This is an optimization exercise on Yosys and OpenROAD, whose aim is small area and a short achievable clock period, not a production implementation. The RTL was checked by simulation tests, not by an equivalence proof against the original design. The flow treats the clock pin as an ideal source. Dropping or thinning the clock tree relies on that and would not hold on a real chip. Power is estimated from default activity; no workload was simulated.

// usart
module usart (
    input wire clk,
    input wire rst,
    input wire [7:0] tx_data_in,
    input wire tx_write_en,
    output wire tx_full,
    output wire tx_serial_out,
    input wire rx_serial_in,
    output wire [7:0] rx_data_out,
    input wire rx_read_en,
    output wire rx_empty
);
For scale: ~730 cells after synthesis, ~320 flip-flops, ~24 I/O pins.
clock: 4.0 ns
lec_check: 0
abc_clock_period_in_ps: 1500
cap_margin: 20
core_margin: 2
core_utilization: 60
cts_cluster_diameter: 100
cts_cluster_size: 24
setup_slack_margin: 2.4
slew_margin: 20
standard.sh (not shown) runs the stock make flow with config.mk's settings and CLKGATE_MAP_FILE= SYNTH_SCRIPT=/design/flow/synth_recipe.tcl, a recipe that flattens the netlist after the stock synthesis.
==> flow/flow/run.sh <==
#!/bin/bash
# The standard layout (standard.sh) with one change to clock tree synthesis:
# TritonCTS builds its tree (without dummy loads), then post_cts.tcl replaces
# the top of the tree (root buffer and first-level buffers) by four buffers
# that the clock port drives directly, each driving a quarter of the leaf
# buffers; then the timing repair that cts.tcl would have run (skipped there
# so that it sees the final tree).
set -euo pipefail
W=$(pwd)
bash standard.sh \
  SKIP_CTS_REPAIR_TIMING=1 \
  POST_CTS_TCL="$W/flow/post_cts.tcl" \
  "CTS_ARGS=-sink_clustering_enable -repair_clock_nets -sink_clustering_size 24 -sink_clustering_max_diameter 100 -dont_use_dummy_load" \
  finish > "$W/standard.log" 2>&1
Other scripts of this flow, unchanged in this note and not shown: flow/flow/clock_top.tcl, flow/flow/post_cts.tcl
The starting point produced a clean layout.
Then changed:
CORE_UTILIZATION = 67   (was 60)
SETUP_SLACK_MARGIN = 2.45   (was 2.4)
Outcome: The new run went through all stages and came out clean. Via count goes up by a few percent. Clock power stays flat. Worst setup slack is better by 22 ps.

The RTL this note starts from:
==> flow/design.v <==
module usart (
    input wire clk,
    input wire rst,
    input wire [7:0] tx_data_in,
    input wire tx_write_en,
    output wire tx_full,
    output wire tx_serial_out,
    input wire rx_serial_in,
    output wire [7:0] rx_data_out,
    input wire rx_read_en,
    output wire rx_empty
);
    integer i;
    reg [7:0]  tmem [0:15];
    reg [15:0] tosel;
    reg        te;
    reg [3:0]  tcnt;
    reg        tld;
    reg [7:0]  tsh;
    reg        tso;
    wire t_rd = tcnt[3];                    
    wire t_wr = tx_write_en & ~tosel[15];   
    wire [15:0] t_up = {tosel[14:0], te};   
    reg  [7:0]  t_byte;
    always @* begin
        t_byte = 8'd0;
        for (i = 0; i < 16; i = i + 1)
            t_byte = t_byte | ({8{tld & t_up[i]}} & tmem[i]);
    end
    always @(posedge clk)
        if (t_wr) begin
            tmem[0] <= tx_data_in;
            for (i = 1; i < 16; i = i + 1)
                tmem[i] <= tmem[i - 1];
        end
    always @(posedge clk)
        tld <= t_rd;
    always @(posedge clk) begin
        if (rst) begin
            tosel <= 16'd0; te <= 1'b1;
            tcnt <= 4'd0; tsh <= 8'd0; tso <= 1'b0;
        end else begin
            tosel <= t_wr ? (t_rd ? tosel : t_up) : (t_rd ? {1'b0, tosel[15:1]} : tosel);
            te <= ~t_wr & (t_rd ? tosel[0] : te);
            if (~te & (tcnt == 4'd0)) tcnt <= 4'd8;
            else if (tcnt != 4'd0) tcnt <= tcnt - 4'd1;
            tsh <= t_byte | ({tsh[6:0], 1'b0} & {8{~tld}});
            tso <= tsh[7];
        end
    end
    assign tx_full = tosel[15];
    assign tx_serial_out = tso;
    reg [7:0]  rsh;
    reg [2:0]  rbc;
    reg        rwe;
    reg [7:0]  rmem [0:15];
    reg [15:0] rosel;
    reg        re;
    reg [7:0]  rdo;
    wire r_wr = rwe & ~rosel[15];           
    wire r_rd = rx_read_en & ~re;
    reg [7:0] r_byte;
    always @* begin
        r_byte = 8'd0;
        for (i = 0; i < 16; i = i + 1)
            r_byte = r_byte | ({8{rosel[i]}} & rmem[i]);
    end
    always @(posedge clk)
        rsh <= {rsh[6:0], rx_serial_in};
    always @(posedge clk)
        if (r_wr) begin
            rmem[0] <= rsh;
            for (i = 1; i < 16; i = i + 1)
                rmem[i] <= rmem[i - 1];
        end
    always @(posedge clk) begin
        if (rst) begin
            rbc <= 3'd0; rwe <= 1'b0;
            rosel <= 16'd0; re <= 1'b1;
            rdo <= 8'd0;
        end else begin
            rbc <= rbc + 3'd1;
            rwe <= (rbc == 3'd7);
            if (r_rd) rdo <= r_byte;
            rosel <= r_rd ? (r_wr ? rosel : {1'b0, rosel[15:1]}) : (r_wr ? {rosel[14:0], re} : rosel);
            re <= ~r_wr & (r_rd ? rosel[0] : re);
        end
    end
    assign rx_data_out = rdo;
    assign rx_empty = re;
endmodule
==> flow/config.mk <==
export PLATFORM = sky130hd
export DESIGN_NAME = usart
export DESIGN_NICKNAME = usart
export VERILOG_FILES = /design/flow/design.v
export SDC_FILE = /design/flow/constraint.sdc
export NUM_CORES = 4
export LEC_CHECK = 0
export ABC_CLOCK_PERIOD_IN_PS = 1500
export CAP_MARGIN = 0
export CORE_MARGIN = 2
export CORE_UTILIZATION = 65
export CTS_CLUSTER_DIAMETER = 100
export CTS_CLUSTER_SIZE = 24
export SETUP_SLACK_MARGIN = 2.4
export SLEW_MARGIN = 0
==> flow/constraint.sdc <==
create_clock -name core_clock -period 4.0 [get_ports {clk}]
set_input_delay 0.8000 -clock core_clock [delete_from_list [all_inputs] [get_ports {clk}]]
set_output_delay 0.8000 -clock core_clock [all_outputs]
set_load 0.01 [all_outputs]
Scripts as last shown in full above: flow/flow/run.sh
Other scripts of this flow, unchanged in this note and not shown: flow/flow/clock_top.tcl, flow/flow/post_cts.tcl
The baseline finished with timing, DRC and antenna clean.
Edit:
- CAP_MARGIN: 0 -> 20
- CORE_UTILIZATION: 65 -> 70
- SETUP_SLACK_MARGIN: 2.4 -> 2.35
- SLEW_MARGIN: 0 -> 20
Effect:
- clock power is about the same
- critical path depth came out lower by 3
- final cell count decreases by 1.3%
- total power is about the same
- fmax went down by 0.36%
- worst setup slack is worse by 0.0057 ns
- via count went up by 2.4%
- utilization grows by 3.8 points
Edit:
--- a/flow/flow/run.sh
+++ b/flow/flow/run.sh
@@ -11,4 +11,4 @@
   SKIP_CTS_REPAIR_TIMING=1 \
   POST_CTS_TCL="$W/flow/post_cts.tcl" \
-  "CTS_ARGS=-sink_clustering_enable -repair_clock_nets -sink_clustering_size 24 -sink_clustering_max_diameter 100 -dont_use_dummy_load" \
+  "CTS_ARGS=-sink_clustering_enable -repair_clock_nets -buf_list sky130_fd_sc_hd__clkbuf_8 -sink_clustering_size 16 -sink_clustering_max_diameter 100 -dont_use_dummy_load" \
   finish > "$W/standard.log" 2>&1
- CORE_UTILIZATION: 70 -> 65
- SETUP_SLACK_MARGIN: 2.35 -> 2.4
Result: First-iteration DRC count decreases by a quarter to a third; wire length increases slightly; area after synthesis is unchanged; global-route usage decreases by 0.68 points; cell count increases by a few percent; sequential share of layout area decreases by 0.32 points; via count decreases slightly; die area increases by a little under a tenth.
Edit:
--- a/flow/flow/run.sh
+++ b/flow/flow/run.sh
@@ -11,4 +11,4 @@
   SKIP_CTS_REPAIR_TIMING=1 \
   POST_CTS_TCL="$W/flow/post_cts.tcl" \
-  "CTS_ARGS=-sink_clustering_enable -repair_clock_nets -buf_list sky130_fd_sc_hd__clkbuf_8 -sink_clustering_size 16 -sink_clustering_max_diameter 100 -dont_use_dummy_load" \
+  "CTS_ARGS=-sink_clustering_enable -repair_clock_nets -sink_clustering_size 24 -sink_clustering_max_diameter 100 -dont_use_dummy_load" \
   finish > "$W/standard.log" 2>&1
- ABC_CLOCK_PERIOD_IN_PS: 1500 -> 2000
Effect: Die area stays the same; sequential share of layout area came out lower by 0.28 points; via count shrinks slightly.

==> afterwards: timing with drivers on the ports <==
The results above use ideal ports. As a check the final layouts listed here were re-extracted and re-timed, cells and wires unchanged. Step 1: set_driving_cell puts a clkbuf_16 on clk and a buf_2 on each other input, an assumption about the parent block. Step 2 moves the port delays by t, midway between the first and last clock arrival at a register: inputs arrive t later, outputs are due t later. That takes back most of the time a late clock gives input paths. Three values: no drivers, after step 1, after step 2; two values: the first two.
| run | shift t [ns] | slack for setup (ns) | latest minus earliest clock arrival (ns) |
|---|---|---|---|
| the first run of note 1 | 0.398 | 2.396 / 2.296 / 2.103 | 0.048 / 0.047 |
| the second run of note 1 | 0.393 | 2.419 / 2.322 / 2.136 | 0.057 / 0.057 |
| the first run of note 2 | 0.388 | 2.390 / 2.329 / 2.128 | 0.055 / 0.055 |
| the second run of note 2 | 0.387 | 2.384 / 2.291 / 2.167 | 0.053 / 0.052 |
| the third run of note 2 | 0.390 | 2.412 / 2.319 / 2.105 | 0.053 / 0.054 |
| the fourth run of note 2 | 0.388 | 2.390 / 2.329 / 2.128 | 0.055 / 0.055 |
After both steps every run listed still meets setup and hold. For the third run of note 2, which loses most, drivers alone change the setup slack by -0.093 ns; drivers and shift together by -0.307 ns.
